What follows belongs to an exercise in optimizing a design on an open flow for small area; a production flow would make more cautious choices.
In this exercise RTL edits were held to simulation tests only and were not proved equivalent to the original.
Power figures rest on the tool's default switching activity, not on a simulated workload.

--- flow/config.mk ---
export PLATFORM = sky130hd
export DESIGN_NAME = FPAdder
export DESIGN_NICKNAME = FPAdder
export VERILOG_FILES = /design/flow/design.v
export SDC_FILE = /design/flow/constraint.sdc
export NUM_CORES = 4
export LEC_CHECK = 0
export CAP_MARGIN = 20
export CORE_MARGIN = 2
export CORE_UTILIZATION = 40
export CTS_BUF_LIST = sky130_fd_sc_hd__clkbuf_8
export CTS_CLUSTER_DIAMETER = 100
export CTS_CLUSTER_SIZE = 40
export SLEW_MARGIN = 20
--- flow/constraint.sdc ---
create_clock -name core_clock -period 4.0 [get_ports {clk}]
set_input_delay 0.8000 -clock core_clock [delete_from_list [all_inputs] [get_ports {clk}]]
set_output_delay 0.8000 -clock core_clock [all_outputs]
set_load 0.01 [all_outputs]
--- flow/design.v ---
module FPAdder(
  input             clk,
  input      [31:0] A_56,
  input      [31:0] B_56,
  output reg [31:0] sum_56
);
  wire        sA = A_56[31];
  wire        sB = B_56[31];
  wire  [7:0] eA = A_56[30:23];
  wire  [7:0] eB = B_56[30:23];
  wire [22:0] mA = A_56[22:0];
  wire [22:0] mB = B_56[22:0];
  wire  [8:0] dsum   = {1'b0, eA} + {1'b0, ~eB};
  wire        larger = dsum[8];
  wire  [7:0] amt    = dsum[7:0] ^ {8{~larger}};
  wire [22:0] ms1    = larger ? {1'b0, mB[22:1]} : mA;
  wire [22:0] sh     = (|amt[7:5]) ? 23'd0 : (ms1 >> amt[4:0]);
  wire [22:0] ml     = larger ? mA : mB;
  wire  [7:0] el     = larger ? eA : eB;
  wire        sL     = larger ? sA : sB;
  wire        op     = sA ^ sB;
  wire        eqe    = eA == eB;
  wire        byp    = (A_56 == 32'd0) | (B_56 == 32'd0);
  wire        sg     = byp ? (sA | sB) : (op ? sL : sA);
  wire        f      = ~byp & op & eqe;
  wire [22:0] mlx    = ml ^ {23{op}};
  reg  [22:0] r1_ml, r1_sh;
  reg   [7:0] r1_e;
  reg         r1_sg, r1_f, r1_op, r1_byp;
  always @(posedge clk) begin
    r1_ml  <= mlx;
    r1_sh  <= sh;
    r1_e   <= el;
    r1_sg  <= sg;
    r1_f   <= f;
    r1_op  <= op;
    r1_byp <= byp;
  end
  wire [22:0] p  = r1_ml ^ r1_sh;
  wire [22:0] g  = r1_ml & r1_sh;
  wire [22:0] G, P;              
  genvar i;
  generate
    for (i = 0; i < 23; i = i + 1) begin : pfx
      if (i == 0) begin : b0
        assign G[0] = g[0];
        assign P[0] = p[0];
      end else begin : bi
        assign G[i] = g[i] | (p[i] & G[i-1]);
        assign P[i] = p[i] & P[i-1];
      end
    end
  endgenerate
  wire        c   = G[22];
  wire        cin = r1_op & c;
  wire [22:0] cy  = {G[21:0] | (P[21:0] & {22{cin}}), cin};
  wire [22:0] z   = p ^ cy;
  wire        inv = r1_op & ~c;
  wire [23:0] t   = {~r1_op & c, z ^ {23{inv}}};
  wire        gt   = ~c & ~P[22];
  wire        lt   = c;
  wire        sign = r1_f ? (r1_sg ? gt : lt) : r1_sg;
  reg  [23:0] r2_t;
  reg   [7:0] r2_e;
  reg         r2_sign, r2_byp;
  always @(posedge clk) begin
    r2_t    <= t;
    r2_e    <= r1_e;
    r2_sign <= sign;
    r2_byp  <= r1_byp;
  end
  wire        keep = r2_byp | (~r2_t[23] & r2_t[22]);
  wire        dec  = ~keep & ~r2_t[23];
  wire        inc  = ~keep & r2_t[23];
  wire  [7:0] eo   = r2_e + {{7{dec}}, inc | dec};
  reg  [22:0] mo;
  always @(*) begin
    if (keep)
      mo = r2_t[22:0];
    else if (r2_t[23])
      mo = r2_t[23:1];
    else
      mo = {r2_t[21:0], 1'b0};
  end
  wire [31:0] res = {r2_sign, eo, mo};
  reg [31:0] r3, r4;
  always @(posedge clk) begin
    r3     <= res;
    r4     <= r3;
    sum_56 <= r4;
  end
endmodule
--- flow/flow/run.sh ---
#!/bin/bash
# Layout flow: the standard ORFS flow (standard.sh) with two changes:
#  - synthesis maps the logic with the ABC script flow/abc.script; the rest of
#    synthesis (register mapping, flattening, renaming) is the standard
#    synthesis script, unchanged;
#  - the port buffers are plain buf_1 cells.
# Each tool's output goes to the ORFS logs under orfs/logs/; make's own output
# to flow_make.log here.
set -euo pipefail
here=$(pwd)
# ORFS's synth.tcl with only the ABC script replaced
sed 's|^source \$::env(SCRIPTS_DIR)/synth_preamble.tcl$|&\nset abc_args [lreplace $abc_args 1 1 '"$here"'/flow/abc.script]|' \
  "$FLOW_HOME/scripts/synth.tcl" > "$here/synth_area.tcl"
grep -q "flow/abc.script" "$here/synth_area.tcl"
# The standard flow's synthesis script, sourcing the copy above
sed 's|source \$::env(SCRIPTS_DIR)/synth.tcl|source '"$here"'/synth_area.tcl|' \
  synth_recipe.tcl > "$here/synth_recipe_area.tcl"
grep -q "synth_area.tcl" "$here/synth_recipe_area.tcl"
bash standard.sh "SYNTH_SCRIPT=$here/synth_recipe_area.tcl" \
  "BUFFER_PORTS_ARGS=-buffer_cell sky130_fd_sc_hd__buf_1" finish > flow_make.log 2>&1
--- flow/flow/abc.script ---
&get -n
&st
&dch
&nf -R 50
&st
&syn2
&if -g -K 6
&synch2
&nf -R 50
&st
&syn2
&if -g -K 6
&synch2
&nf -R 50
&st
&syn2
&if -g -K 6
&synch2
&nf -R 50
&st
&syn2
&if -g -K 6
&synch2
&nf -R 50
&st
&syn2
&if -g -K 6
&synch2
&nf -R 50
&put
buffer -c
topo
stime -c
upsize -c
dnsize -c
--- flow/standard.sh ---
#!/bin/bash
# synth_recipe.tcl (not shown) runs the flow's synth.tcl, then flattens the netlist and writes it again
# the make line also repeats each setting of config.mk as NAME=value (left out here)
make -C /OpenROAD-flow-scripts/flow DESIGN_CONFIG=/design/flow/config.mk WORK_HOME=/design/flow/orfs CLKGATE_MAP_FILE= SYNTH_SCRIPT=/design/flow/synth_recipe.tcl "${@:-finish}"
==> results of run 1 <==
-- cell usage after synthesis (all sizes together) (7+ instances only) --
library cell	number
a211oi	9
a21o	16
a21oi	61
a31oi	7
and3	11
buf	14
clkbuf	22
dfxtp	188
ha	39
inv	33
mux2i	63
mux4	14
nand2	45
nand2b	7
nand3	15
nor2	85
nor4	19
o21ai	41
o21bai	8
xnor2	56
xor2	19
-- state kept, by name, indices dropped and copies added, names as in the netlist --
name and cells:
r1_op 1, r2_e 8, r1_sh 23, r2_sign 1
r3 32, r1_ml 23, sum_56 32, r1_e 8
r1_f 1, r4 32, r2_byp 1, r1_byp 1
r1_sg 1, r2_t 24
-- layer usage --
| metal | track usage [%] | vias to the layer above |
|---|---|---|
| li1 | - | 3149 |
| met1 | 23.85 | 2699 |
| met2 | 26.25 | 188 |
| met3 | 2.901 | 10 |
| met4 | 4.667 | 0 |
| met5 | 0 | - |
-- power by group through the flow --
stage	sequential (mW)	combinational [mW]	clock [mW]
3_3_place_gp	2.83	1.79	0
3_5_place_dp	2.85	1.80	0
6_report	2.79	1.81	1.24
5_1_grt	2.86	2.02	1.38
4_1_cts	2.80	1.81	1.30
2_1_floorplan	2.87	1.21	0
-- critical path: stages --
cell and delay [ps]:
buf_1 100, inv_1 60, ha_1 320, a21o_1 200
or4_1 480, o21ai_4 250, mux4_2 550, a221oi_1 430
nor2_1 70, a21oi_1 270, nand2_1 100, a32o_1 260
-- worst max path at each step --
stage                         from       end  slack, ps  cells after the start
after floorplan           B_56[27]  r1_sh[2]        360                     11
after global placement    A_56[27]  r1_sh[2]        130                     11
after detailed placement  B_56[27]  r1_sh[2]         40                     12
after CTS                 B_56[27]  r1_sh[2]        540                     12
after global routing      A_56[23]  r1_sh[2]        270                     15
final                     B_56[27]  r1_sh[2]        440                     12
-- cells by family (layout without fill, tap and decap cells) --
kind of cell               count (synthesis)  count (layout)  share of synthesized area, %
adders and majority gates                 41              41                         6.366
DFF                                      188             188                         45.38
AOI/OAI and AO/OA                        180             180                         14.04
and+or+nand+nor                          204             204                         11.40
muxes                                     77              77                         11.40
buffers and inverters                     69             187                         3.485
xor gates and xnor gates                  75              75                         7.920
-- layout make-up --
type | count | area [µm²] | share of cell area (%)
Timing Repair Buffer | 122 | 605.6 | 6.367
Multi-Input combinational cell | 577 | 4254 | 44.73
Clock inverter | 15 | 192.7 | 2.026
Inverter | 33 | 123.9 | 1.302
Clock buffer | 17 | 234.0 | 2.460
Tap cell | 270 | 337.8 | 3.552
Sequential cell | 188 | 3764 | 39.57
==> results.cfg, run 1 <==
[route]
vias = 6046
drc_errors = 0
drtAntennaViolNets = 0
routedWlPerCell_um = 14.74
drt_iter0_drc = 333
wirelength_um = 18020
dr_wl_met2_um = 7968
viasPerCell = 4.948
wl_met1_um = 8985
drtPass1Iterations = 5
routed.top_layer = met4
dr_wl_met3_um = 906

[pwr]
share_seq_of_total_power_pct = 47.8
power_density_nw_per_um2 = 614.0
p_leak_nw = 3.941
p_switching_mw = 2.003
p_int_mw = 3.837
ir_drop_mv = 0.2388
swShare_pct = 34.30
power_mw = 5.840
p_clk_share_pct = 21.3
combPwrFrac_pct = 30.9

[worst_setup_path]
worst-setup-path-type = in2reg
worstPathMaxFanout = 7
arrival_ps = 3900
worstSetupStartpointType = input pin
r2r_slack_ps = 620
r2r_end = r2_t[21]
reg2reg_depth = 13
r2r-start = r1_ml[1]
cp.required_ps = 4340
end_kind = flop

[clocking]
cts_root_buf = clkbuf_8
cts_buffers = 17
cts.reportedPaths.clkPinSlew_ps = 110
cts-htree-levels = 4
postCtsSetupBuffers = 0
cts_tree = done
worstSkewPairLatency_ps = 450
post_cts_resized = 0
cts.sink_count = 188
hold_buffers = 0
cts.path.max_buffers = 2

[yosys]
synth-edff-count = 0
synthArstFlopShare_pct = 0
synth_area_per_cell_um2 = 9.945
synth_seq_cells = 188
synth_warnings = 1
synth_largest_area_cell = dfxtp_1
synth_nets = 940
ys_seq_area_share_pct = 45.38
synth_ff_type = dfxtp_1
synth.area.top_cells = dfxtp_1 45%, mux2i_1 7.6%, xnor2_1 5.9%
yosys.cell_types.count = 61
synth_area_um2 = 8294
synth_top_area_share_pct = 45.38
syn_inst = 834

[worst_hold_path]
hold_end = r4[11]
holdPathStages = 0
hold_start = r3[11]
hp-class = reg2reg

[die]
rows = 52
core_region_area_um2 = 20300
die_x_um = 148
io_pins = 97
start_util_pct = 40.86
die_area_um2 = 21900
die_y_um = 148

[sta]
timing.final.crit_share_pct = 89.08
whs_ps = 325.6
setup_viol_count_final = 0
fmax_mhz = 280.6
setup_tns_ps = 0
hold_violations = 0
rsz0062_at_grt = no
finalMaxSlewViolations = 0
layout_setup_ws_ps = 436.7
fin_crit_ps = 3563
tightest_slew_ps = 798.8
worst_clock_skew_ps = 20.83
max-slew-margin-rel_pct = 46.18

[layout]
mostFrequentLayoutCells = 188 x dfxtp_1, 96 x buf_1, 85 x nor2_1
fillerInstances = 2007
area_growth_pct = 14.68
final_common_cell = dfxtp_1
utilization_pct = 46.86
drive_above_1_share_pct = 9.454
diodes = 0
fin_nets = 1045
stdcell_area_um2 = 9512
stdcell_count = 1222

[global_route]
grt_pass1_wl_um = 29330
grt_pass1_vias = 5616
grt_use_total_pct = 16.76
grt_overflow = 0
grt_max_degree = 45
antenna_found_initial = 0

[place]
dpl_cell_area_um2 = 9085
dpl.cell_count = 1190
dp_hpwl_um = 14120
port_buffers = 96
routabilityCongestion = 0.8660
place_ws_ps = 44.88

[outcome]
status = complete, no violations

[run]
cap_violations = 0
==> run 2: changes to the inputs <==
==> flow/flow/abc.script (replaced) <==
&get -n
&st
&dch
&nf -R 100
&st
&syn2
&if -g -K 6
&synch2
&nf -R 100
&st
&syn2
&if -g -K 6
&synch2
&nf -R 100
&st
&syn2
&if -g -K 6
&synch2
&nf -R 100
&st
&syn2
&if -g -K 6
&synch2
&nf -R 100
&st
&syn2
&if -g -K 6
&synch2
&nf -R 100
&put
buffer -c
topo
stime -c
upsize -c
dnsize -c
==> run 2 against run 1 <==
  * Cell count up 3.6%
  * Wire length shrank 3.3%
  * Via count is 1.4% higher
  * Clock power about the same
  * Sequential share of layout area down 0.078 points
  * Synthesized cell count increased by 3.4%
  * Largest power group unchanged
  * Highest routed layer unchanged
==> results.cfg, run 2 <==
[route]
drc_errors = 0
viasPerCell = 4.844
vias = 6133
drtAntennaViolNets = 0
drtPass1Iterations = 6
drt_iter0_drc = 272
routedWlPerCell_um = 13.77
wirelength_um = 17430

[worst_setup_path]
endpoint = r1_sh[7]
worstSetupStartpointType = input pin
cp.buffers_inverters = 4
max_stage_delay_ps = 370
worst-setup-path-type = in2reg
worstPathMaxFanout = 21
cp_slowest_cell = fa_1
r2r_slack_ps = 640
worstPathCellList = buf_1 -> ha_1 -> inv_1 -> fa_1 -> nor2b_1 -> nor2_1 -> o21ai_0 -> and2_1 -> nor3_1 -> nor2_1 -> or2_1 -> buf_12 -> nor2_1 -> or3_1 -> o31ai_1 -> o21ai_0 -> o21ai_0 -> buf_4 -> nand2_1 -> o21ai_0
cp.depth = 20
end_kind = flop
crit_top_cell = o21ai_0
arrival_ps = 4000
r2r-start = r1_ml[12]
critPathTopFamily = simple AND/OR/NAND/NOR gates
r2r_end = r2_t[2]
reg2reg_depth = 14
cp.required_ps = 4350
startpoint = A_56[23]

[sta]
timing.final.crit_share_pct = 91.18
tightest_slew_ps = 887.7
fin_crit_ps = 3647
whs_ps = 333.6
setup_viol_count_final = 0
rsz0062_at_grt = no
max-slew-margin-rel_pct = 40.40
hold_violations = 0
fmax_mhz = 274.2
finalMaxSlewViolations = 0
worst_clock_skew_ps = 13.37

[layout]
drive_above_1_share_pct = 9.337
area_growth_pct = 15.78
fillerInstances = 1980
mostFrequentLayoutCells = 188 x dfxtp_1, 121 x nor2_1, 96 x buf_1
register_area_um2 = 3764
fin_nets = 1089
utilization_pct = 47.10
diodes = 0
final_common_cell = dfxtp_1
top_regs = r3: 32 flops, r4: 32 flops, sum_56: 32 flops
multi_input_area_um2 = 4204

[yosys]
yosys.cell_types.count = 63
synth_seq_cells = 188
synth_ff_type = dfxtp_1
synth-edff-count = 0
synth_area_per_cell_um2 = 9.549
ys_seq_area_share_pct = 45.72
synth.area.top_cells = dfxtp_1 46%, mux2i_1 7.8%, ha_1 5.9%
yosysMostFrequentCell = dfxtp_1
synth_top_area_share_pct = 45.72
synthArstFlopShare_pct = 0
synth_area_um2 = 8232
synth_nets = 968
syn_inst = 862
synth_largest_area_cell = dfxtp_1
synth_warnings = 1
yosys-top-cells-count = 188 x dfxtp_1, 122 x nor2_1, 64 x mux2i_1, 55 x xnor2_1, 54 x a21oi_1

[pwr]
p_int_mw = 3.833
share_seq_of_total_power_pct = 48.3
p_leak_nw = 4.003
swShare_pct = 33.35
p_clk_share_pct = 22.1
power_density_nw_per_um2 = 603.5
ir_drop_mv = 0.1913
combPwrFrac_pct = 29.6
p_switching_mw = 1.918

[clocking]
cts.reportedPaths.clkPinSlew_ps = 90
worstSkewPairLatency_ps = 450
cts-htree-levels = 4
cts_root_buf = clkbuf_8
cts_buffers = 17
hold_buffers = 0
post_cts_resized = 0
cts_tree = done
cts.sink_count = 188
postCtsSetupBuffers = 0
cts.path.max_buffers = 2

[die]
die_y_um = 147.5
die_x_um = 147.5
core_region_area_um2 = 20230
rows = 52
die_area_um2 = 21740
io_pins = 97
start_util_pct = 40.68

[global_route]
grt_max_degree = 45
grt_use_total_pct = 16.29
grt_pass1_vias = 5617
grt_overflow = 0
antenna_found_initial = 0
grt_pass1_wl_um = 28190

[place]
dp_hpwl_um = 13990
routabilityCongestion = 0.9414
port_buffers = 96

[worst_hold_path]
hp-class = reg2reg

[run]
cap_violations = 0

[outcome]
status = complete, no violations
run 2: changes by cell type in the layout (fill, tap and decap cells not counted), moves of 4 or more:
cell	before	now
nor2_1	85	121
nand3_1	13	9
a21o_2	4	0
a21oi_1	59	53
o31ai_1	2	15
or3_1	1	17
buf_4	22	37
a31oi_1	7	3
inv_1	33	29
nand2b_1	7	3
and3_1	10	6
mux4_2	14	2
run 2: routing by layer:
metal  part of all wire (%)  GRT usage (%)  vias up
met5                      0              0        -
li1                       -              -     3254
met2                     44          25.30      180
met3                    4.7          3.395       22
met4                    2.4          6.971        0
met1                     49          22.06     2677
run 2: kinds of logic after synthesis:
group                      synth area share, %
buffers and inverters                    3.344
AOI/OAI and AO/OA                        13.39
xor gates and xnor gates                 8.071
adders and majority gates                6.414
muxes                                    8.603
DFF                                      45.72
and+or+nand+nor                          14.46
run 2: metrics by stage:
stage / cells / worst slack, ps / cell area [µm²] / power, mW / setup TNS, ps
floorplan: 862 / 419.0 / 8232 / 3.992 / 0
global placement: 1234 / 30.28 / 9096 / 4.510 / 0
finish: 1266 / 352.9 / 9530 / 5.752 / 0
global route: 1266 / 51.09 / 9530 / 6.146 / 0
CTS: 1266 / 416.1 / 9530 / 5.817 / 0
detailed placement: 1234 / -76.81 / 9096 / 4.530 / -219.3
run 2: power groups by stage:
stage	logic (mW)	clock network, mW	registers, mW
floorplan	1.14	0	2.85
global placement	1.69	0	2.82
detailed placement	1.70	0	2.83
CTS	1.71	1.32	2.79
global route	1.90	1.39	2.85
finish	1.70	1.27	2.78
run 2: worst min path at each step:
| stage | to | slack, ps | from | cells after the start |
|---|---|---|---|---|
| after floorplan | r2_byp | 310 | r1_byp | 0 |
| after global placement | r2_e[7] | 310 | r1_e[7] | 0 |
| after detailed placement | r4[12] | 310 | r3[12] | 0 |
| after CTS | r2_e[1] | 330 | r1_e[1] | 0 |
| after global routing | r4[5] | 340 | r3[5] | 0 |
| final | sum_56[31] | 330 | r4[31] | 0 |
run 2: final cells by class:
cell class                 count  area share, %
tap                          270          3.545
clock buffer                  17          2.455
sequential                   188          39.49
timing repair buffer         135          7.116
inverter                      30          1.182
multi-input combinational    611          44.11
clock inverter                15          2.101
run 2: worst register-to-register path: stages (launching register included):
cell,delay (ps)
dfxtp_1,310
ha_1,360
a21o_1,180
a21oi_1,190
nor2_1,70
a211oi_1,300
inv_1,80
a221oi_1,380
nand2_1,200
nor3_2,170
o21ai_1,150
a21oi_4,170
buf_4,310
xor2_1,230
xnor2_1,180
==> run 3: changes to the inputs <==
==> flow/flow/abc.script (replaced) <==
strash
&get -n
&st
&dch
&nf -R 1000
&put
topo
buffer -c
topo
upsize -c
dnsize -c
==> run 3 against run 2 <==
  * The layout now fails its checks (setup timing)
  * Critical path depth grew 15
  * Register-to-register slack lost 1600 ps
  * Sequential cell count is the same
  * Non-clock buffer count grew 71
  * Wire length grew 3.0%
  * Count of clock-buffer cells in the layout is the same
  * Combinational power grew 37%
  * Total power grew 11%
==> results.cfg, run 3 <==
[pwr]
power_density_nw_per_um2 = 635.2
power_mw = 6.396
ir_drop_mv = 0.2531
p_leak_nw = 4.555

[sta]
fmax_mhz = 202.5
finalMaxSlewViolations = 0
rsz0062_at_grt = yes
max-slew-margin-rel_pct = 26.38
hold_violations = 0
tightest_slew_ps = 1096
fin_crit_ps = 4938
layout_setup_ws_ps = -937.8
worst_clock_skew_ps = 17.44
timing.final.crit_share_pct = 123.4
setup_viol_count_final = 24

[yosys]
synth_seq_cells = 188
yosysMostFrequentCell = dfxtp_1
syn_inst = 774
synth_nets = 880
synthAdderAreaFrac_pct = 6.681
synth_top_area_share_pct = 47.63
synth_area_per_cell_um2 = 10.21
synth-xor-area-share_pct = 10.31
yosys.cell_types.count = 45
synth_compound_area_share_pct = 11.65
synth_largest_area_cell = dfxtp_1
synth_top_family_by_area = compound AO/OA/AOI/OAI gates
synth_ff_type = dfxtp_1
yosys.area_share.simple_pct = 9.943
synth-edff-count = 0
ys_seq_area_share_pct = 47.63
synth.area.top_cells = dfxtp_1 48%, mux2i_1 11%, xnor2_1 8.2%
synth.mux.area_fraction_pct = 10.94
synth_warnings = 1
synth_area_um2 = 7903
synthArstFlopShare_pct = 0
yosys-top-cells-count = 188 x dfxtp_1, 85 x nand2_1, 83 x mux2i_1, 74 x xnor2_1, 42 x a21oi_1

[die]
io_pins = 97
core_region_area_um2 = 19400
rows = 51
die_y_um = 144.6
die_area_um2 = 20900
start_util_pct = 40.74
die_x_um = 144.6

[route]
viasPerCell = 4.701
drtPass1Iterations = 4
drc_errors = 0
vias = 5857
routedWlPerCell_um = 14.41
wirelength_um = 17950
drt_iter0_drc = 253
drtAntennaViolNets = 0

[worst_hold_path]
hp-class = reg2reg

[worst_setup_path]
max_stage_delay_ps = 340
worstPathMaxFanout = 20
critPathTopFamily = compound AO/OA/AOI/OAI gates
worst-setup-path-type = reg2reg
cp.buffers_inverters = 3
cp.required_ps = 4350
end_kind = flop
crit_top_cell = a21oi_2
arrival_ps = 5290
cp_slowest_cell = dfxtp_2
worstSetupStartpointType = flop

[layout]
area_growth_pct = 27.41
drive_above_1_share_pct = 18.86
fillerInstances = 1820
mostFrequentLayoutCells = 186 x dfxtp_1, 97 x buf_4, 96 x buf_1
fin_nets = 1074
register_area_um2 = 3766
utilization_pct = 51.90
diodes = 0
top_regs = r3: 32 flops, r4: 32 flops, sum_56: 32 flops
final_common_cell = dfxtp_1
multi_input_area_um2 = 4120
stdcell_count = 1246

[global_route]
busiest_layer = met2
grt_use_total_pct = 17.08
grt_pass1_wl_um = 27640
gr-usage-met2_pct = 27.94
grtUsageMet3_pct = 2.980
grt_max_degree = 40
grt_overflow = 0
grt_pass1_vias = 5546
grtUsageMet1_pct = 22.47
antenna_found_initial = 0

[clocking]
cts-htree-levels = 4
hold_buffers = 0
cts.path.max_buffers = 2
cts_buffers = 17
cts.sink_count = 188
cts_tree = done
worstSkewPairLatency_ps = 460
cts_root_buf = clkbuf_8
cts.reportedPaths.clkPinSlew_ps = 110

[run]
cap_violations = 0

[outcome]
so_faults = setup timing
status = finished with violations

[place]
routabilityCongestion = 0.8839
dp_hpwl_um = 13170
port_buffers = 96
dpl.cell_count = 1163
## run 3: cell types whose count changed after synthesis, moves of 15 or more
cell,change
o21ai_0,-22
nand2_1,+37
mux2i_1,+19
o31ai_1,-15
a22oi_1,+22
or3_1,-16
nor2_1,-88
xnor2_1,+19
## run 3: power breakdown
part           switching [mW]  internal (mW)  total, mW
clock                   0.764          0.488       1.25
combinational            1.23           1.09       2.33
sequential              0.220           2.60       2.82
## run 3: metrics by stage
step | area, µm² | setup TNS [ps] | setup WS, ps | hold WS (ps)
3_3_place_gp | 9081 | -13210 | -609.5 | 310.2
2_1_floorplan | 7971 | -11290 | -558.0 | 309.6
6_report | 10070 | -20630 | -937.8 | 331.6
3_5_place_dp | 9084 | -15760 | -719.0 | 312.1
5_1_grt | 10070 | -30390 | -1342 | 336.1
4_1_cts | 9879 | -15440 | -704.4 | 335.8
## run 3: worst paths after layout
check / end / startpoint / slack, ps / depth (start not counted)
min: r3[31] / r2_sign / 330 / 0
min reg2reg: r3[31] / r2_sign / 330 / 0
max: r2_t[10] / r1_sh[1] / -940 / 35
max reg2reg: r2_t[10] / r1_sh[1] / -940 / 35
## run 3: worst register-to-register path, delay by kind of cell (launching register included)
kind                       cells  cell delay, ps
adders and majority gates      1             230
DFF                            1             340
AOI/OAI and AO/OA             18            2810
buffers and inverters          3             270
xor gates and xnor gates       2             280
and+or+nand+nor               11             920
## run 3: layer usage
layer	routed length, µm	part of all wire, %	up-vias
met4	417	2.3	0
met2	8422	47	112
met5	0	0	-
li1	-	-	3084
met1	8570	48	2635
met3	543	3.0	26
## run 3: kinds of logic after synthesis
family	count (synthesis)
DFF	188
xor gates and xnor gates	93
buffers and inverters	57
adders and majority gates	41
muxes	85
AOI/OAI and AO/OA	138
and+or+nand+nor	172
## run 3: layout make-up
type | instances | share of cell area, %
Inverter | 26 | 0.9693
Clock buffer | 17 | 2.324
Multi-Input combinational cell | 529 | 40.92
Tap cell | 265 | 3.293
Timing Repair Buffer | 206 | 13.15
Clock inverter | 15 | 1.939
Sequential cell | 188 | 37.41
## run 3: timing repair
action / CTS / global route
buffers inserted: 41 / 11
cloned: 0 / 2
endpoints found under the setup margin: 24 / 24
hold endpoints to repair: 0 / 0
gates resized for setup: 13 / 15
pin swaps: 11 / 9
==> run 4: changes to the inputs <==
==> flow/flow/abc.script (replaced) <==
strash
&get -n
&st
&dch
&nf -R 1000
&put
==> run 4 against run 3 <==
  * The layout still fails its checks (setup timing)
  * Worst hold slack worse by 1.7 ps
  * Critical path type unchanged
  * Sequential share of layout area down 0.74 points
  * Non-clock buffer count up 4
  * Cell area up 2.0%
  * Critical endpoint is now r2_t[12]
  * Cell count up 0.16%
  * Critical path depth up 1
==> results.cfg, run 4 <==
[outcome]
status = finished with violations
so_faults = setup timing

[route]
drtAntennaViolNets = 0
drc_errors = 0
drtPass1Iterations = 4
wirelength_um = 17760
dr_wl_met3_um = 574
drt_iter0_drc = 219
routedWlPerCell_um = 14.23
routed.top_layer = met4
wl_met1_um = 8284
vias = 5872
dr_wl_met2_um = 8346
viasPerCell = 4.705

[global_route]
grt_overflow = 0
grt_max_degree = 49
antenna_found_initial = 0
grt_use_total_pct = 17.32
grt_pass1_vias = 5568
grt_pass1_wl_um = 27740

[sta]
timing.final.crit_share_pct = 128.1
finalMaxSlewViolations = 0
rsz0062_at_grt = yes
setup_viol_count_final = 24
layout_setup_ws_ps = -1123
tightest_slew_ps = 781.2
fin_crit_ps = 5123
fmax_mhz = 195.2
hold_violations = 0
max-slew-margin-rel_pct = 47.54
setup_tns_ps = -23710
worst_clock_skew_ps = 14.29

[layout]
final_common_cell = dfxtp_1
diodes = 0
fillerInstances = 1728
fin_nets = 1081
top_regs = r3: 32 flops, r4: 32 flops, sum_56: 32 flops
area_growth_pct = 32.78
mostFrequentLayoutCells = 187 x dfxtp_1, 104 x buf_4, 96 x buf_1
stdcell_count = 1248
drive_above_1_share_pct = 21.26

[pwr]
ir_drop_mv = 0.2351
p_leak_nw = 4.541
power_density_nw_per_um2 = 623.3

[die]
die_area_um2 = 20460
die_y_um = 143.0
die_x_um = 143.0
start_util_pct = 41.06
io_pins = 97
core_region_area_um2 = 18830
rows = 50

[clocking]
worstSkewPairLatency_ps = 450
hold_buffers = 0
cts_tree = done
cts.path.max_buffers = 2
cts_root_buf = clkbuf_8
cts.reportedPaths.clkPinSlew_ps = 110
cts_buffers = 17
cts-htree-levels = 4
cts.sink_count = 188

[yosys]
synth_largest_area_cell = dfxtp_1
yosysMostFrequentCell = dfxtp_1
ys_seq_area_share_pct = 48.67
synth_warnings = 1
synth_area_per_cell_um2 = 10.41
synth_seq_cells = 188
synth_area_um2 = 7732
synth_ff_type = dfxtp_1
synth_top_area_share_pct = 48.67
synth.area.top_cells = dfxtp_1 49%, mux2i_1 11%, xnor2_1 8.4%
yosys.cell_types.count = 36
syn_inst = 743
yosys-top-cells-count = 188 x dfxtp_1, 85 x nand2_1, 83 x mux2i_1, 74 x xnor2_1, 46 x a21oi_1
synth_nets = 849
synth-edff-count = 0
synthArstFlopShare_pct = 0

[worst_setup_path]
cp.required_ps = 4380
reg2reg_depth = 36
end_kind = flop
crit_top_cell = buf_4
worst-setup-path-type = reg2reg
max_stage_delay_ps = 350
cp_slowest_cell = dfxtp_2
worstPathMaxFanout = 2
worstSetupStartpointType = flop
arrival_ps = 5500

[run]
cap_violations = 0

[place]
dpl.cell_count = 1153
port_buffers = 96
routabilityCongestion = 0.9285
dp_hpwl_um = 12740

[worst_hold_path]
holdPathStages = 0
hp-class = reg2reg
run 4: per-layer routing:
metal | track usage, % | vias up
li1 | - | 3100
met1 | 22.41 | 2626
met2 | 28.58 | 121
met3 | 3.018 | 25
met4 | 7.191 | 0
met5 | 0 | -
run 4: power breakdown:
| group | internal [mW] | switching, mW |
|---|---|---|
| clock | 0.488 | 0.747 |
| sequential | 2.60 | 0.219 |
| combinational | 1.11 | 1.24 |
run 4: final timing paths:
path	start	to	slack, ps
setup / recovery	r1_sh[1]	r2_t[12]	-1120
hold reg to reg	r4[6]	sum_56[6]	330
hold / removal	r4[6]	sum_56[6]	330
setup reg to reg	r1_sh[1]	r2_t[12]	-1120
run 4: final cells by class:
cell class	instances	area (µm²)	share of cell area, %
Tap cell	260	325.3	3.168
Multi-Input combinational cell	532	4282	41.70
Sequential cell	188	3765	36.67
Clock inverter	15	187.7	1.828
Inverter	26	125.1	1.219
Timing Repair Buffer	210	1349	13.14
Clock buffer	17	234.0	2.279
run 4: cells by family (layout without fill, tap and decap cells):
| family | after synthesis | after routing | share of synthesized area (%) |
|---|---|---|---|
| DFF | 188 | 188 | 48.67 |
| muxes | 85 | 85 | 11.18 |
| AOI/OAI and AO/OA | 138 | 138 | 11.39 |
| xor gates and xnor gates | 93 | 93 | 10.53 |
| adders and majority gates | 41 | 41 | 6.829 |
| and+or+nand+nor | 172 | 175 | 10.13 |
| buffers and inverters | 26 | 268 | 1.262 |
run 4: critical path, delay by kind of cell (launching register included):
kind,cells,cell delay (ps)
AOI/OAI and AO/OA,10,1580
xor gates and xnor gates,2,280
adders and majority gates,1,230
buffers and inverters,19,2220
DFF,1,350
and+or+nand+nor,4,350
run 4: what timing repair did:
action,CTS,global route
gates cloned,3,2
pin swaps,10,21
buffers inserted,50,9
gates resized for setup,7,25
setup endpoints to repair,24,24
run 4: stage by stage:
| step | cell area (µm²) | hold WS, ps | worst slack [ps] | utilization, % | total power [mW] |
|---|---|---|---|---|---|
| final | 10270 | 329.9 | -1123 | 54.52 | 6.399 |
| after global routing | 10270 | 335.3 | -1470 | 54.52 | 6.853 |
| after CTS | 10030 | 335.1 | -813.0 | 53.27 | 6.339 |
| after detailed placement | 9154 | 312.1 | -836.8 | 48.61 | 4.967 |
| after global placement | 9146 | 310.3 | -695.2 | 48.57 | 4.946 |
| after floorplan | 7985 | 309.6 | -3646 | - | 4.292 |
==> run 5: changes to the inputs <==
--- a/flow/flow/run.sh
+++ b/flow/flow/run.sh
@@ -19,2 +19,3 @@
 bash standard.sh "SYNTH_SCRIPT=$here/synth_recipe_area.tcl" \
-  "BUFFER_PORTS_ARGS=-buffer_cell sky130_fd_sc_hd__buf_1" finish > flow_make.log 2>&1
+  "BUFFER_PORTS_ARGS=-buffer_cell sky130_fd_sc_hd__buf_1" \
+  "CTS_ARGS=-sink_clustering_enable -repair_clock_nets -dont_use_dummy_load -sink_clustering_size 50 -sink_clustering_max_diameter 200 -buf_list sky130_fd_sc_hd__clkbuf_8" finish > flow_make.log 2>&1
==> flow/flow/abc.script (replaced) <==
&get -n
&st
&dch
&nf -R 50
&st
&syn2
&if -g -K 6
&synch2
&nf -R 50
&st
&syn2
&if -g -K 6
&synch2
&nf -R 50
&st
&syn2
&if -g -K 6
&synch2
&nf -R 50
&st
&syn2
&if -g -K 6
&synch2
&nf -R 50
&st
&syn2
&if -g -K 6
&synch2
&nf -R 50
&put
buffer -c
topo
stime -c
upsize -c
dnsize -c
==> run 5 against run 4 <==
  * The run now finishes clean
  * Total power fell by 14%
  * Sequential power barely moved
  * Wire length rose by 1.1%
  * Worst hold slack got worse by 30 ps
  * Clock skew rose by 35 ps
  * Area after synthesis rose by 7.3%
  * Clock power fell by 26%
  * Core utilization fell by 8.6 points
  * Die area rose by 7.1%
  * Cell count fell by 3.3%
  * Count of clock-buffer cells in the layout did not move
==> results.cfg, run 5 <==
[outcome]
status = complete, no violations

[sta]
tightest_slew_ps = 774.3
fmax_mhz = 279.5
worst_clock_skew_ps = 49.00
hold_violations = 0
setup_tns_ps = 0
setup_viol_count_final = 0
finalMaxSlewViolations = 0
rsz0062_at_grt = no
timing.final.crit_share_pct = 89.44
fin_crit_ps = 3578
max-slew-margin-rel_pct = 47.83

[yosys]
synth_area_per_cell_um2 = 9.945
synth_largest_area_cell = dfxtp_1
synth_warnings = 1
synth.area.top_cells = dfxtp_1 45%, mux2i_1 7.6%, xnor2_1 5.9%
yosys.cell_types.count = 61
synth_top_area_share_pct = 45.38
ys_seq_area_share_pct = 45.38
yosys-top-cells-count = 188 x dfxtp_1, 85 x nor2_1, 63 x mux2i_1, 60 x a21oi_1, 56 x xnor2_1
synth_ff_type = dfxtp_1
synth-edff-count = 0
syn_inst = 834
synthArstFlopShare_pct = 0
synth_seq_cells = 188
yosysMostFrequentCell = dfxtp_1
synth_area_um2 = 8294
synth_nets = 940

[clocking]
hold_buffers = 0
cts_buffers = 17
cts_root_buf = clkbuf_8
post_cts_resized = 0
worstSkewPairLatency_ps = 460
cts.sink_count = 188
cts.reportedPaths.clkPinSlew_ps = 110
cts-htree-levels = 4
cts_tree = done
cts.path.max_buffers = 2
postCtsSetupBuffers = 0

[place]
port_buffers = 96
dpl.cell_count = 1190
routabilityCongestion = 0.8660
dp_hpwl_um = 14120

[worst_setup_path]
worstSetupStartpointType = input pin
worstPathMaxFanout = 7
arrival_ps = 3890
cp_slowest_cell = mux4_2
cp.required_ps = 4310
max_stage_delay_ps = 550
worst-setup-path-type = in2reg
worstPathCellList = buf_1 -> inv_1 -> ha_1 -> a21o_1 -> or4_1 -> o21ai_4 -> mux4_2 -> a221oi_1 -> nor2_1 -> a21oi_1 -> nand2_1 -> a32o_1
end_kind = flop

[global_route]
busiest_layer = met2
grt_max_degree = 45
grtUsageMet3_pct = 2.994
grtUsageMet1_pct = 23.82
grt_overflow = 0
gr-usage-met2_pct = 26.02
grt_pass1_vias = 5590
grt_pass1_wl_um = 29190
antenna_found_initial = 0
grt_use_total_pct = 16.73

[worst_hold_path]
hp-class = reg2reg

[route]
drtPass1Iterations = 5
wirelength_um = 17950
vias = 5986
drt_iter0_drc = 328
drtAntennaViolNets = 0
routedWlPerCell_um = 14.87
drc_errors = 0
viasPerCell = 4.959

[run]
cap_violations = 0

[pwr]
ir_drop_mv = 0.2386
p_leak_nw = 3.852
power_density_nw_per_um2 = 591.4

[layout]
final_common_cell = dfxtp_1
top_regs = r3: 32 flops, r4: 32 flops, sum_56: 32 flops
utilization_pct = 45.91
mostFrequentLayoutCells = 188 x dfxtp_1, 96 x buf_1, 85 x nor2_1
fin_nets = 1045
diodes = 0
drive_above_1_share_pct = 8.004
area_growth_pct = 12.35
stdcell_count = 1207

[die]
die_area_um2 = 21900
rows = 52
io_pins = 97
die_y_um = 148
start_util_pct = 40.86
die_x_um = 148
core_region_area_um2 = 20300
## run 5: area by class of cell
cell class                      instances  area (µm²)
Clock buffer                           17       234.0
Fill cell                            2013       10980
Inverter                               33       123.9
Multi-Input combinational cell        577        4254
Sequential cell                       188        3764
Tap cell                              270       337.8
Timing Repair Buffer                  122       605.6
## run 5: critical path: cells and delay by family
kind / cells / cell delay, ps
mux: 1 / 550
simple gates: 3 / 640
fa+ha+maj: 1 / 320
buf+inv: 2 / 160
compound gates: 5 / 1420
## run 5: logic make-up after synthesis
logic type,count (synthesis),synth area share [%]
AO/OA/AOI/OAI,180,14.04
XOR/XNOR,75,7.920
adder cells (fa/ha/maj),41,6.366
buffers and inverters,69,3.485
flip-flops,188,45.38
multiplexers,77,11.40
AND/OR/NAND/NOR,204,11.40
## run 5: worst paths after layout
check                start       end  slack (ps)  depth (start not counted)
setup / recovery  B_56[27]  r1_sh[2]         420                         12
hold / removal      r3[11]    r4[11]         300                          0
setup reg to reg  r1_ml[1]  r2_t[21]         600                         13
hold reg to reg     r3[11]    r4[11]         300                          0
## run 5: routing by layer
metal	vias up	share of wire, %
met2	173	43
met1	2662	51
met4	0	1.5
met5	-	0
li1	3129	-
met3	22	4.7
## run 5: through the flow
step	total power, mW	hold slack, ps	instance area, µm²	setup slack, ps
2_1_floorplan	4.082	309.6	8294	359.2
3_3_place_gp	4.624	310.4	9085	128.9
3_5_place_dp	4.643	312.1	9085	44.88
4_1_cts	5.572	302.5	9319	509.4
5_1_grt	5.925	306.1	9319	237.1
6_report	5.511	299.4	9319	422.3
## run 5: power by group
group | leakage, nW | switching, mW | internal (mW)
clock network | 0.122 | 0.536 | 0.376
logic | 2.15 | 1.03 | 0.774
registers | 1.58 | 0.214 | 2.58
total | 3.85 | 1.78 | 3.73
==> run 6: changes to the inputs <==
--- a/flow/flow/run.sh
+++ b/flow/flow/run.sh
@@ -20,2 +20,2 @@
   "BUFFER_PORTS_ARGS=-buffer_cell sky130_fd_sc_hd__buf_1" \
-  "CTS_ARGS=-sink_clustering_enable -repair_clock_nets -dont_use_dummy_load -sink_clustering_size 50 -sink_clustering_max_diameter 200 -buf_list sky130_fd_sc_hd__clkbuf_8" finish > flow_make.log 2>&1
+  "CTS_ARGS=-sink_clustering_enable -repair_clock_nets -dont_use_dummy_load -sink_clustering_size 30 -sink_clustering_max_diameter 100 -buf_list sky130_fd_sc_hd__clkbuf_8" finish > flow_make.log 2>&1
==> run 6 against run 5 <==
  * Core utilization unchanged
  * Combinational power about the same
  * First-iteration DRC count unchanged
  * Cell area is the same
  * Maximum frequency unchanged
  * Via count is the same
  * Non-clock buffer count unchanged
  * Sequential power hardly changed
  * Highest routed layer unchanged
==> results.cfg, run 6 <==
[outcome]
status = complete, no violations

[layout]
area_growth_pct = 12.35
mostFrequentLayoutCells = 188 x dfxtp_1, 96 x buf_1, 85 x nor2_1
final_common_cell = dfxtp_1
drive_above_1_share_pct = 8.004
stdcell_count = 1207
fillerInstances = 2013
fin_nets = 1045
diodes = 0
top_regs = r3: 32 flops, r4: 32 flops, sum_56: 32 flops

[worst_setup_path]
max_stage_delay_ps = 550
worst-setup-path-type = in2reg
cp_slowest_cell = mux4_2
cp.buffers_inverters = 2
r2r-start = r1_ml[1]
end_kind = flop
worstPathMaxFanout = 7
critPathTopFamily = compound AO/OA/AOI/OAI gates
worstPathCellList = buf_1 -> inv_1 -> ha_1 -> a21o_1 -> or4_1 -> o21ai_4 -> mux4_2 -> a221oi_1 -> nor2_1 -> a21oi_1 -> nand2_1 -> a32o_1
startpoint = B_56[27]
arrival_ps = 3890
cp.required_ps = 4310
worstSetupStartpointType = input pin

[clocking]
hold_buffers = 0
cts.path.max_buffers = 2
cts.reportedPaths.clkPinSlew_ps = 110
cts.sink_count = 188
cts_buffers = 17
postCtsSetupBuffers = 0
cts-htree-levels = 4
cts_root_buf = clkbuf_8
cts_tree = done
worstSkewPairLatency_ps = 460
post_cts_resized = 0

[global_route]
grt_pass1_wl_um = 29190
grt_use_total_pct = 16.73
antenna_found_initial = 0
grt_max_degree = 45
grt_overflow = 0
grt_pass1_vias = 5590

[run]
cap_violations = 0

[yosys]
syn_inst = 834
synth_area_um2 = 8294
synth-edff-count = 0
synth_area_per_cell_um2 = 9.945
synth_seq_cells = 188
synth_top_area_share_pct = 45.38
yosys.cell_types.count = 61
synth_ff_type = dfxtp_1
synth_largest_area_cell = dfxtp_1
synth_nets = 940
synth.area.top_cells = dfxtp_1 45%, mux2i_1 7.6%, xnor2_1 5.9%
synthArstFlopShare_pct = 0
synth_warnings = 1
yosysMostFrequentCell = dfxtp_1
ys_seq_area_share_pct = 45.38
yosys-top-cells-count = 188 x dfxtp_1, 85 x nor2_1, 63 x mux2i_1, 60 x a21oi_1, 56 x xnor2_1

[sta]
setup_viol_count_final = 0
worst_clock_skew_ps = 49.00
fmax_mhz = 279.5
max-slew-margin-rel_pct = 47.83
rsz0062_at_grt = no
setup_tns_ps = 0
fin_crit_ps = 3578
timing.final.crit_share_pct = 89.44
tightest_slew_ps = 774.3
hold_violations = 0
finalMaxSlewViolations = 0

[worst_hold_path]
hp-class = reg2reg
hold_start = r3[11]

[route]
routedWlPerCell_um = 14.87
wirelength_um = 17950
viasPerCell = 4.959
drtAntennaViolNets = 0
drtPass1Iterations = 5
drc_errors = 0
drt_iter0_drc = 328
vias = 5986

[pwr]
p_leak_nw = 3.852
power_density_nw_per_um2 = 591.4
ir_drop_mv = 0.2386

[place]
routabilityCongestion = 0.8660
port_buffers = 96
dp_hpwl_um = 14120
dpl.cell_count = 1190

[die]
rows = 52
die_x_um = 148
start_util_pct = 40.86
core_region_area_um2 = 20300
die_y_um = 148
die_area_um2 = 21900
io_pins = 97
run 6: worst register-to-register path, cell delays in order (launching register included):
cell and delay [ps]:
dfxtp_1 320, ha_1 370, a211oi_2 240, o21ai_1 130, a221o_2 420, o311a_4 350, nand3_2 100, nand2_1 110
nor3_2 170, o21ai_1 150, a21oi_4 170, buf_4 320, mux2i_1 290, xnor2_1 140
run 6: final cells by class:
cell class / count / area [µm²] / share of cell area [%]
sequential: 188 / 3764 / 40.39
clock buffer: 17 / 234.0 / 2.511
timing repair buffer: 122 / 605.6 / 6.498
tap: 270 / 337.8 / 3.625
inverter: 33 / 123.9 / 1.329
multi-input combinational: 577 / 4254 / 45.65
run 6: logic make-up after synthesis:
| logic type | Yosys count | synth area share (%) |
|---|---|---|
| buffers and inverters | 69 | 3.485 |
| adder cells (fa/ha/maj) | 41 | 6.366 |
| flip-flops | 188 | 45.38 |
| AO/OA/AOI/OAI | 180 | 14.04 |
| XOR/XNOR | 75 | 7.920 |
| multiplexers | 77 | 11.40 |
| AND/OR/NAND/NOR | 204 | 11.40 |
run 6: worst paths after layout:
check / end / slack, ps / cells past startpoint
max: r1_sh[2] / 420 / 12
min: r4[11] / 300 / 0
max reg2reg: r2_t[21] / 600 / 13
min reg2reg: r4[11] / 300 / 0
run 6: metal layers:
metal / global-route usage, % / up-vias / part of all wire, %
li1: - / 3129 / -
met1: 23.82 / 2662 / 51
met2: 26.02 / 173 / 43
met3: 2.994 / 22 / 4.7
met4: 4.857 / 0 / 1.5
met5: 0 / - / 0
run 6: through the flow:
stage / util (%) / hold slack, ps / power, mW / cell area (µm²) / worst slack, ps
2_1_floorplan: - / 309.6 / 4.082 / 8294 / 359.2
3_3_place_gp: 44.75 / 310.4 / 4.624 / 9085 / 128.9
3_5_place_dp: 44.75 / 312.1 / 4.643 / 9085 / 44.88
4_1_cts: 45.91 / 302.5 / 5.572 / 9319 / 509.4
5_1_grt: 45.91 / 306.1 / 5.925 / 9319 / 237.1
6_report: 45.91 / 299.4 / 5.511 / 9319 / 422.3
run 6: where the power goes:
| part | internal (mW) | total (mW) | switching [mW] |
|---|---|---|---|
| clock | 0.376 | 0.912 | 0.536 |
| sequential | 2.58 | 2.79 | 0.214 |
| combinational | 0.774 | 1.81 | 1.03 |
==> run 7: changes to the inputs <==
--- a/flow/config.mk
+++ b/flow/config.mk
@@ -13,2 +13,3 @@
 export CTS_CLUSTER_SIZE = 40
+export GPL_TIMING_DRIVEN = 0
 export SLEW_MARGIN = 20
==> run 7 against run 6 <==
  * Synthesized cell count did not move
  * Clock power fell by 2%
  * Maximum frequency fell by 7.9%
  * Cell count rose by 0.75%
  * Worst hold slack got worse by 4.7 ps
  * Area after synthesis did not move
  * Sequential share of layout area rose by 0.36 points
  * Count of clock-buffer cells in the layout did not move
  * Setup slack got worse by 310 ps
  * Largest power group unchanged
  * Highest routed layer unchanged
==> results.cfg, run 7 <==
[yosys]
synth_nets = 940
synth_area_um2 = 8294
synth.area.top_cells = dfxtp_1 45%, mux2i_1 7.6%, xnor2_1 5.9%
ys_seq_area_share_pct = 45.38
synth_largest_area_cell = dfxtp_1
yosys-top-cells-count = 188 x dfxtp_1, 85 x nor2_1, 63 x mux2i_1, 60 x a21oi_1, 56 x xnor2_1
synth_seq_cells = 188
synth_top_area_share_pct = 45.38
synthArstFlopShare_pct = 0
yosysMostFrequentCell = dfxtp_1
synth_area_per_cell_um2 = 9.945
syn_inst = 834
synth-edff-count = 0
yosys.cell_types.count = 61
synth_ff_type = dfxtp_1
synth_warnings = 1

[route]
drc_errors = 0
routedWlPerCell_um = 14.85
drtAntennaViolNets = 0
viasPerCell = 4.962
wirelength_um = 18060
vias = 6034
drtPass1Iterations = 5
drt_iter0_drc = 293

[worst_setup_path]
cp.required_ps = 4310
worstPathMaxFanout = 9
reg2reg_depth = 13
worstSetupStartpointType = input pin
r2r_end = r2_t[1]
worst-setup-path-type = in2reg
r2r_slack_ps = 770
end_kind = flop
r2r-start = r1_ml[4]
arrival_ps = 4190

[sta]
timing.final.crit_share_pct = 97.16
setup_viol_count_final = 0
fin_crit_ps = 3887
max-slew-margin-rel_pct = 35.60
fmax_mhz = 257.3
finalMaxSlewViolations = 0
whs_ps = 294.8
hold_violations = 0
rsz0062_at_grt = yes
tightest_slew_ps = 959.1
worst_clock_skew_ps = 51.69

[place]
routabilityCongestion = 0.9045
dpl_cell_area_um2 = 8992
dp_hpwl_um = 14570
port_buffers = 96

[layout]
stdcell_area_um2 = 9238
area_growth_pct = 11.37
fin_nets = 1054
top_regs = r3: 32 flops, r4: 32 flops, sum_56: 32 flops
diodes = 0
utilization_pct = 45.51
mostFrequentLayoutCells = 188 x dfxtp_1, 100 x buf_1, 85 x nor2_1
drive_above_1_share_pct = 6.342
fillerInstances = 2028
final_common_cell = dfxtp_1

[die]
core_region_area_um2 = 20300
start_util_pct = 40.86
die_y_um = 148
die_x_um = 148
io_pins = 97
die_area_um2 = 21900
rows = 52

[clocking]
cts.path.max_buffers = 2
cts_buffers = 17
worstSkewPairLatency_ps = 450
cts.sink_count = 188
cts_tree = done
cts_root_buf = clkbuf_8
hold_buffers = 0
cts-htree-levels = 4
cts.reportedPaths.clkPinSlew_ps = 110

[pwr]
ir_drop_mv = 0.2123
p_leak_nw = 3.785
power_density_nw_per_um2 = 589.9

[global_route]
grtUsageMet1_pct = 23.64
grt_pass1_wl_um = 29200
grtUsageMet3_pct = 2.778
grt_overflow = 0
grt_pass1_vias = 5547
antenna_found_initial = 0
busiest_layer = met2
gr-usage-met2_pct = 26.16
grt_max_degree = 22
grt_use_total_pct = 16.84

[worst_hold_path]
hold_end = r4[3]
hold_start = r3[3]
holdPathStages = 0
hp-class = reg2reg

[run]
cap_violations = 0

[outcome]
status = complete, no violations
[run 7: changes by cell type in the layout (fill, tap and decap cells not counted), moves of 2 or more]
cell      before  now
buf_1         96  100
buf_12         4    0
clkbuf_1       0   19
buf_4         22    2
buf_2          0    6
buf_6          0    2
clkbuf_2       0    2
[run 7: how the worst max path moves through the flow]
stage             start  cells after the start  slack (ps)        to
2_1_floorplan  B_56[27]                     11         360  r1_sh[2]
3_3_place_gp   A_56[23]                     16        -420  r1_sh[2]
3_5_place_dp   B_56[23]                     17        -450  r1_sh[2]
4_1_cts        B_56[23]                     17          20  r1_sh[2]
5_1_grt        B_56[27]                     12         -30  r1_sh[2]
6_report       B_56[27]                     12         110  r1_sh[2]
[run 7: power breakdown]
group,internal [mW],leakage (nW),switching [mW]
registers,2.58,1.58,0.211
logic,0.724,2.09,1.04
clock network,0.376,0.122,0.520
total,3.68,3.79,1.77
[run 7: critical path, stage by stage]
cell and delay, ps:
buf_1 100, inv_1 80, ha_1 320, a21o_1 200
or4_1 470, o21ai_4 390, mux4_2 600, a221oi_1 440
nor2_1 70, a21oi_1 330, nand2_1 90, a32o_1 290
[run 7: area by class of cell]
type | instances | area (µm²) | area share (%)
Multi-Input combinational cell | 577 | 4254 | 46.05
Sequential cell | 188 | 3764 | 40.74
Timing Repair Buffer | 96 | 360.3 | 3.901
Inverter | 33 | 123.9 | 1.341
Buffer | 35 | 163.9 | 1.774
Tap cell | 270 | 337.8 | 3.657
Clock buffer | 17 | 234.0 | 2.533
[run 7: logic make-up after synthesis]
group                    synth area share [%]
XOR/XNOR                                7.920
multiplexers                            11.40
buffers and inverters                   3.485
adder cells (fa/ha/maj)                 6.366
AO/OA/AOI/OAI                           14.04
flip-flops                              45.38
AND/OR/NAND/NOR                         11.40
[run 7: per-layer routing]
metal  vias to the layer above  part of all wire [%]
met1                      2663                    49
met5                         -                     0
met4                         0                   2.0
met2                       201                    44
met3                        22                   5.3
li1                       3148                     -
[run 7: what timing repair did]
action,CTS,global route
gates resized for setup,0,6
endpoints found under the hold margin,0,0
endpoints found under the setup margin,0,26
setup buffers,0,0
[run 7: per-stage QoR]
| stage | setup TNS [ps] | cells | setup WS, ps | power, mW |
|---|---|---|---|---|
| 6_report | 0 | 1216 | 113.5 | 5.449 |
| 3_3_place_gp | -6303 | 1200 | -415.6 | 4.570 |
| 5_1_grt | -43.51 | 1216 | -26.03 | 5.832 |
| 3_5_place_dp | -6466 | 1200 | -447.6 | 4.593 |
| 4_1_cts | 0 | 1217 | 22.90 | 5.511 |
| 2_1_floorplan | 0 | 834 | 359.2 | 4.082 |
==> run 8: changes to the inputs <==
==> flow/flow/abc.script (replaced) <==
&get -n
&st
&dch
&nf -R 100
&st
&syn2
&if -g -K 6
&synch2
&nf -R 100
&st
&syn2
&if -g -K 6
&synch2
&nf -R 100
&st
&syn2
&if -g -K 6
&synch2
&nf -R 100
&st
&syn2
&if -g -K 6
&synch2
&nf -R 100
&st
&syn2
&if -g -K 6
&synch2
&nf -R 100
&put
buffer -c
topo
stime -c
upsize -c
dnsize -c
==> run 8 against run 7 <==
  * Maximum frequency rose by 3.6%
  * First-iteration DRC count fell by 18%
  * Sequential share of layout area barely moved
  * Clock power barely moved
  * Critical endpoint is now r1_sh[3]
  * Largest cell class unchanged
  * Count of clock-buffer cells in the layout did not move
  * Largest power group unchanged
  * Area after synthesis fell by 0.75%
  * Global-route usage rose by 0.36 points
  * Critical path depth rose by 6
==> results.cfg, run 8 <==
[worst_hold_path]
holdPathStages = 0
hold_start = r3[16]
hp-class = reg2reg
hold_end = r4[16]

[pwr]
power_mw = 5.362
ir_drop_mv = 0.2263
power_density_nw_per_um2 = 580.3
p_leak_nw = 3.832

[yosys]
synth.mux.area_fraction_pct = 8.603
synth-edff-count = 0
synth_area_per_cell_um2 = 9.549
yosys-top-cells-count = 188 x dfxtp_1, 122 x nor2_1, 64 x mux2i_1, 55 x xnor2_1, 54 x a21oi_1
yosys.cell_types.count = 63
synth_seq_cells = 188
yosys.area_share.simple_pct = 14.46
synth_area_um2 = 8232
ys_seq_area_share_pct = 45.72
synthArstFlopShare_pct = 0
syn_inst = 862
yosysMostFrequentCell = dfxtp_1
synth-xor-area-share_pct = 8.071
synth_largest_area_cell = dfxtp_1
synth_top_family_by_area = simple AND/OR/NAND/NOR gates
synth_top_area_share_pct = 45.72
synth_ff_type = dfxtp_1
synthAdderAreaFrac_pct = 6.414
synth_warnings = 1
synth_compound_area_share_pct = 13.39
synth_nets = 968
synth.area.top_cells = dfxtp_1 46%, mux2i_1 7.8%, ha_1 5.9%

[worst_setup_path]
cp_slowest_cell = o21ai_0
crit_top_cell = nor2_1
r2r-start = r1_ml[1]
r2r_end = r2_t[21]
cp.required_ps = 4340
reg2reg_depth = 16
critPathTopFamily = compound AO/OA/AOI/OAI gates
end_kind = flop
r2r_slack_ps = 670
cp.buffers_inverters = 4
worst-setup-path-type = in2reg
worstPathCellList = buf_1 -> ha_1 -> inv_1 -> fa_1 -> nor2b_2 -> nor2_1 -> o21ai_0 -> and2_1 -> nor3_1 -> nor2_1 -> nor2_1 -> clkbuf_4 -> buf_2 -> nor2_1 -> o31ai_1 -> o21ai_0 -> o21ai_0 -> a32o_1
worstSetupStartpointType = input pin
arrival_ps = 4090
max_stage_delay_ps = 540
worstPathMaxFanout = 10

[sta]
setup_viol_count_final = 0
rsz0062_at_grt = yes
tightest_slew_ps = 861.5
finalMaxSlewViolations = 0
fmax_mhz = 266.6
timing.final.crit_share_pct = 93.77
worst_clock_skew_ps = 51.26
setup_tns_ps = 0
max-slew-margin-rel_pct = 42.04
whs_ps = 310.2
fin_crit_ps = 3751
hold_violations = 0

[die]
io_pins = 97
start_util_pct = 40.68
die_y_um = 147.5
die_x_um = 147.5
core_region_area_um2 = 20230
rows = 52
die_area_um2 = 21740

[route]
vias = 6115
drc_errors = 0
drtAntennaViolNets = 0
drtPass1Iterations = 6
routedWlPerCell_um = 14.71
drt_iter0_drc = 239
viasPerCell = 4.908
wirelength_um = 18330

[place]
dp_hpwl_um = 14860
port_buffers = 96
routabilityCongestion = 0.9097

[layout]
utilization_pct = 45.67
fin_nets = 1084
fillerInstances = 2031
diodes = 0
mostFrequentLayoutCells = 188 x dfxtp_1, 122 x nor2_1, 99 x buf_1
drive_above_1_share_pct = 6.148
area_growth_pct = 12.25
top_regs = r3: 32 flops, r4: 32 flops, sum_56: 32 flops
final_common_cell = dfxtp_1
register_area_um2 = 3764
multi_input_area_um2 = 4238

[global_route]
antenna_found_initial = 0
grt_pass1_vias = 5850
grt_max_degree = 22
grt_use_total_pct = 17.19
grt_overflow = 0
grt_pass1_wl_um = 29780

[clocking]
cts.path.max_buffers = 2
cts_tree = done
worstSkewPairLatency_ps = 450
cts.reportedPaths.clkPinSlew_ps = 90
cts.sink_count = 188
cts-htree-levels = 4
hold_buffers = 0
cts_buffers = 17
cts_root_buf = clkbuf_8

[run]
cap_violations = 0

[outcome]
status = complete, no violations
[run 8: cell families after synthesis]
group                      Yosys count
DFF                                188
adders and majority gates           41
AOI/OAI and AO/OA                  171
buffers and inverters               63
muxes                               68
and+or+nand+nor                    256
xor gates and xnor gates            75
[run 8: what timing repair did]
| action | CTS | global route |
|---|---|---|
| setup endpoints to repair | 0 | 22 |
| gates resized for setup | 0 | 22 |
| buffers inserted | 0 | 1 |
[run 8: worst max path at each step]
stage	from	end	cells past startpoint
6_report	A_56[23]	r1_sh[3]	18
5_1_grt	A_56[23]	r1_sh[3]	17
4_1_cts	A_56[23]	r1_sh[4]	19
3_5_place_dp	A_56[23]	r1_sh[4]	19
3_3_place_gp	A_56[23]	r1_sh[2]	18
2_1_floorplan	B_56[23]	r1_sh[2]	18
[run 8: area by class of cell]
cell class                      count  share of cell area (%)
Timing Repair Buffer               97                   3.981
Tap cell                          270                   3.656
Inverter                           30                   1.219
Sequential cell                   188                   40.73
Multi-Input combinational cell    611                   45.86
Clock buffer                       17                   2.532
Buffer                             33                   2.018
[run 8: metrics by stage]
step	std cells	setup slack (ps)	area (µm²)
detailed placement	1228	-448.8	8930
global placement	1228	-502.9	8930
CTS	1245	37.32	9164
finish	1246	249.0	9240
global route	1246	-13.26	9240
floorplan	862	419.0	8232
[run 8: where the power goes]
part / total, mW / leakage (nW) / switching, mW / internal (mW)
clock network: 0.894 / 0.122 / 0.519 / 0.376
registers: 2.77 / 1.58 / 0.207 / 2.56
logic: 1.70 / 2.13 / 1.00 / 0.698
total: 5.36 / 3.83 / 1.73 / 3.64
[run 8: per-layer routing]
metal	GRT usage [%]	share of wire, %	wire length, µm	vias to the layer above
met4	7.067	2.7	490	0
met3	2.623	4.0	741	18
met5	0	0	0	-
met1	22.88	48	8772	2723
met2	28.06	45	8324	152
li1	-	-	-	3222
==> run 9: changes to the inputs <==
==> flow/flow/abc.script (replaced) <==
&get -n
&st
&dch
&nf -R 50
&st
&syn2
&if -g -K 6
&synch2
&nf -R 50
&st
&syn2
&if -g -K 6
&synch2
&nf -R 50
&st
&syn2
&if -g -K 6
&synch2
&nf -R 50
&st
&syn2
&if -g -K 6
&synch2
&nf -R 50
&st
&syn2
&if -g -K 6
&synch2
&nf -R 50
&put
buffer -c
topo
stime -c
upsize -c
dnsize -c
--- a/flow/config.mk
+++ b/flow/config.mk
@@ -7,3 +7,3 @@
 export LEC_CHECK = 0
-export CAP_MARGIN = 20
+export CAP_MARGIN = 5
 export CORE_MARGIN = 2
@@ -14,2 +14,2 @@
 export GPL_TIMING_DRIVEN = 0
-export SLEW_MARGIN = 20
+export SLEW_MARGIN = 5
==> run 9 against run 8 <==
  * Still clean
  * Core utilization down 0.16 points
  * Synthesized cell count decreased by 3.2%
  * Global-route usage shrank 0.36 points
  * Count of clock-buffer cells in the layout unchanged
  * Cell area hardly changed
  * Area after synthesis increased by 0.76%
  * Total power is 1.6% higher
  * Maximum frequency decreased by 3.5%
  * Critical path type unchanged
  * Largest cell class unchanged
  * Highest routed layer unchanged
==> results.cfg, run 9 <==
[outcome]
status = complete, no violations

[route]
dr_wl_met3_um = 966
routedWlPerCell_um = 14.85
wl_met1_um = 8836
drc_errors = 0
vias = 6034
drtPass1Iterations = 5
viasPerCell = 4.962
drtAntennaViolNets = 0
routed.top_layer = met4
drt_iter0_drc = 293
dr_wl_met2_um = 7892
wirelength_um = 18060

[global_route]
grt_use_total_pct = 16.84
grt_pass1_wl_um = 29200
grt_overflow = 0
grt_max_degree = 22
grt_pass1_vias = 5547
antenna_found_initial = 0

[clocking]
worstSkewPairLatency_ps = 450
cts-htree-levels = 4
post_cts_resized = 0
cts.reportedPaths.clkPinSlew_ps = 110
cts_tree = done
cts_buffers = 17
cts.path.max_buffers = 2
postCtsSetupBuffers = 0
hold_buffers = 0
cts.sink_count = 188
cts_root_buf = clkbuf_8

[sta]
rsz0062_at_grt = yes
max-slew-margin-rel_pct = 35.60
fin_crit_ps = 3887
whs_ps = 294.8
worst_clock_skew_ps = 51.69
timing.final.crit_share_pct = 97.16
layout_setup_ws_ps = 113.5
fmax_mhz = 257.3
finalMaxSlewViolations = 0
tightest_slew_ps = 959.1
hold_violations = 0
setup_viol_count_final = 0

[layout]
utilization_pct = 45.51
diodes = 0
drive_above_1_share_pct = 6.342
fillerInstances = 2028
fin_nets = 1054
multi_input_area_um2 = 4254
final_common_cell = dfxtp_1
stdcell_count = 1216
top_regs = r3: 32 flops, r4: 32 flops, sum_56: 32 flops
mostFrequentLayoutCells = 188 x dfxtp_1, 100 x buf_1, 85 x nor2_1
register_area_um2 = 3764
area_growth_pct = 11.37
stdcell_area_um2 = 9238

[yosys]
synth_top_family_by_area = compound AO/OA/AOI/OAI gates
syn_inst = 834
synth_area_um2 = 8294
synth_seq_cells = 188
synth_ff_type = dfxtp_1
synth_largest_area_cell = dfxtp_1
yosys-top-cells-count = 188 x dfxtp_1, 85 x nor2_1, 63 x mux2i_1, 60 x a21oi_1, 56 x xnor2_1
synth-xor-area-share_pct = 7.920
synth_area_per_cell_um2 = 9.945
synth-edff-count = 0
yosysMostFrequentCell = dfxtp_1
synth.mux.area_fraction_pct = 11.40
synth.area.top_cells = dfxtp_1 45%, mux2i_1 7.6%, xnor2_1 5.9%
ys_seq_area_share_pct = 45.38
synthArstFlopShare_pct = 0
synth_nets = 940
synthAdderAreaFrac_pct = 6.366
synth_warnings = 1
yosys.cell_types.count = 61
synth_top_area_share_pct = 45.38
yosys.area_share.simple_pct = 11.40
synth_compound_area_share_pct = 14.04

[die]
io_pins = 97
die_x_um = 148
rows = 52
die_y_um = 148
start_util_pct = 40.86
die_area_um2 = 21900
core_region_area_um2 = 20300

[run]
cap_violations = 0

[worst_setup_path]
end_kind = flop
cp_slowest_cell = mux4_2
arrival_ps = 4190
worstPathMaxFanout = 9
max_stage_delay_ps = 600
worstPathCellList = buf_1 -> inv_1 -> ha_1 -> a21o_1 -> or4_1 -> o21ai_4 -> mux4_2 -> a221oi_1 -> nor2_1 -> a21oi_1 -> nand2_1 -> a32o_1
cp.required_ps = 4310
worstSetupStartpointType = input pin
worst-setup-path-type = in2reg

[place]
dpl.cell_count = 1200
port_buffers = 96
routabilityCongestion = 0.9045
place_ws_ps = -447.6
dp_hpwl_um = 14570
dpl_cell_area_um2 = 8992

[pwr]
p_switching_mw = 1.770
ir_drop_mv = 0.2123
p_clk_share_pct = 16.4
swShare_pct = 32.49
combPwrFrac_pct = 32.4
share_seq_of_total_power_pct = 51.2
power_density_nw_per_um2 = 589.9
p_int_mw = 3.679
p_leak_nw = 3.785

[worst_hold_path]
hp-class = reg2reg
run 9: cells by family (layout without fill, tap and decap cells):
family / after synthesis / in the layout
AOI/OAI and AO/OA: 180 / 180
and+or+nand+nor: 204 / 204
muxes: 77 / 77
adders and majority gates: 41 / 41
DFF: 188 / 188
xor gates and xnor gates: 75 / 75
buffers and inverters: 69 / 181
run 9: final timing paths:
path	from	endpoint	slack, ps	cells past startpoint
hold / removal	r3[3]	r4[3]	290	0
setup reg to reg	r1_ml[4]	r2_t[1]	770	13
hold reg to reg	r3[3]	r4[3]	290	0
setup / recovery	B_56[27]	r1_sh[2]	110	12
run 9: critical path: cells and delay by family:
family | cells | cell delay [ps]
AOI/OAI and AO/OA | 5 | 1650
adders and majority gates | 1 | 320
and+or+nand+nor | 3 | 630
muxes | 1 | 600
buffers and inverters | 2 | 180
run 9: final cells by class:
class,count,area share (%)
Buffer,35,1.774
Clock buffer,17,2.533
Inverter,33,1.341
Multi-Input combinational cell,577,46.05
Sequential cell,188,40.74
Tap cell,270,3.657
Timing Repair Buffer,96,3.901
run 9: per-layer routing:
| layer | global-route usage (%) | vias to the layer above |
|---|---|---|
| li1 | - | 3148 |
| met1 | 23.64 | 2663 |
| met2 | 26.16 | 201 |
| met3 | 2.778 | 22 |
| met4 | 6.143 | 0 |
| met5 | 0 | - |
run 9: stage by stage:
stage / TNS [ps] / total power, mW
2_1_floorplan: 0 / 4.082
3_3_place_gp: -6303 / 4.570
3_5_place_dp: -6466 / 4.593
4_1_cts: 0 / 5.511
5_1_grt: -43.51 / 5.832
6_report: 0 / 5.449
run 9: power groups by stage:
stage	clock network (mW)	registers, mW	logic [mW]
after floorplan	0	2.87	1.21
after global placement	0	2.83	1.74
after detailed placement	0	2.84	1.75
after CTS	0.952	2.80	1.76
after global routing	1.03	2.84	1.97
final	0.896	2.79	1.76

## re-timing with driven ports
How much do the figures lean on ideal ports? The routed layouts below were timed once more, with nothing changed but the port constraints.
Step 1 sets driving cells, clkbuf_16 on the clock port and buf_2 on the other inputs (assumed; they add their load-dependent delay and slew).
Step 2 times the ports against the registers' clock, not the clock port: input delays grow and output delays shrink by t, the midpoint of the rising clock arrivals with the driver on.
a / b / c = no drivers / after step 1 / after step 2; a / b = the first two.
| run | t, ns | slack for setup (ns) | worst register clock-pin slew, ns |
|---|---|---|---|
| run 1 | 0.476 | 0.437 / 0.447 / -0.029 | 0.12 / 0.12 |
| run 2 | 0.485 | 0.353 / 0.370 / -0.116 | 0.11 / 0.11 |
| run 3 | 0.483 | -0.938 / -0.938 / -0.938 | 0.11 / 0.11 |
| run 4 | 0.477 | -1.123 / -1.123 / -1.123 | 0.11 / 0.11 |
| run 5 | 0.471 | 0.422 / 0.433 / -0.038 | 0.11 / 0.11 |
| run 6 | 0.471 | 0.422 / 0.433 / -0.038 | 0.11 / 0.11 |
| run 7 | 0.455 | 0.113 / 0.126 / -0.329 | 0.11 / 0.11 |
| run 8 | 0.468 | 0.249 / 0.267 / -0.201 | 0.11 / 0.11 |
| run 9 | 0.455 | 0.113 / 0.126 / -0.329 | 0.11 / 0.11 |
Met with ideal ports but missed after step 2: setup timing in 7 of these runs. The setup slack of run 2, which loses most, moves by +0.017 ns with the drivers and by -0.469 ns with both steps.
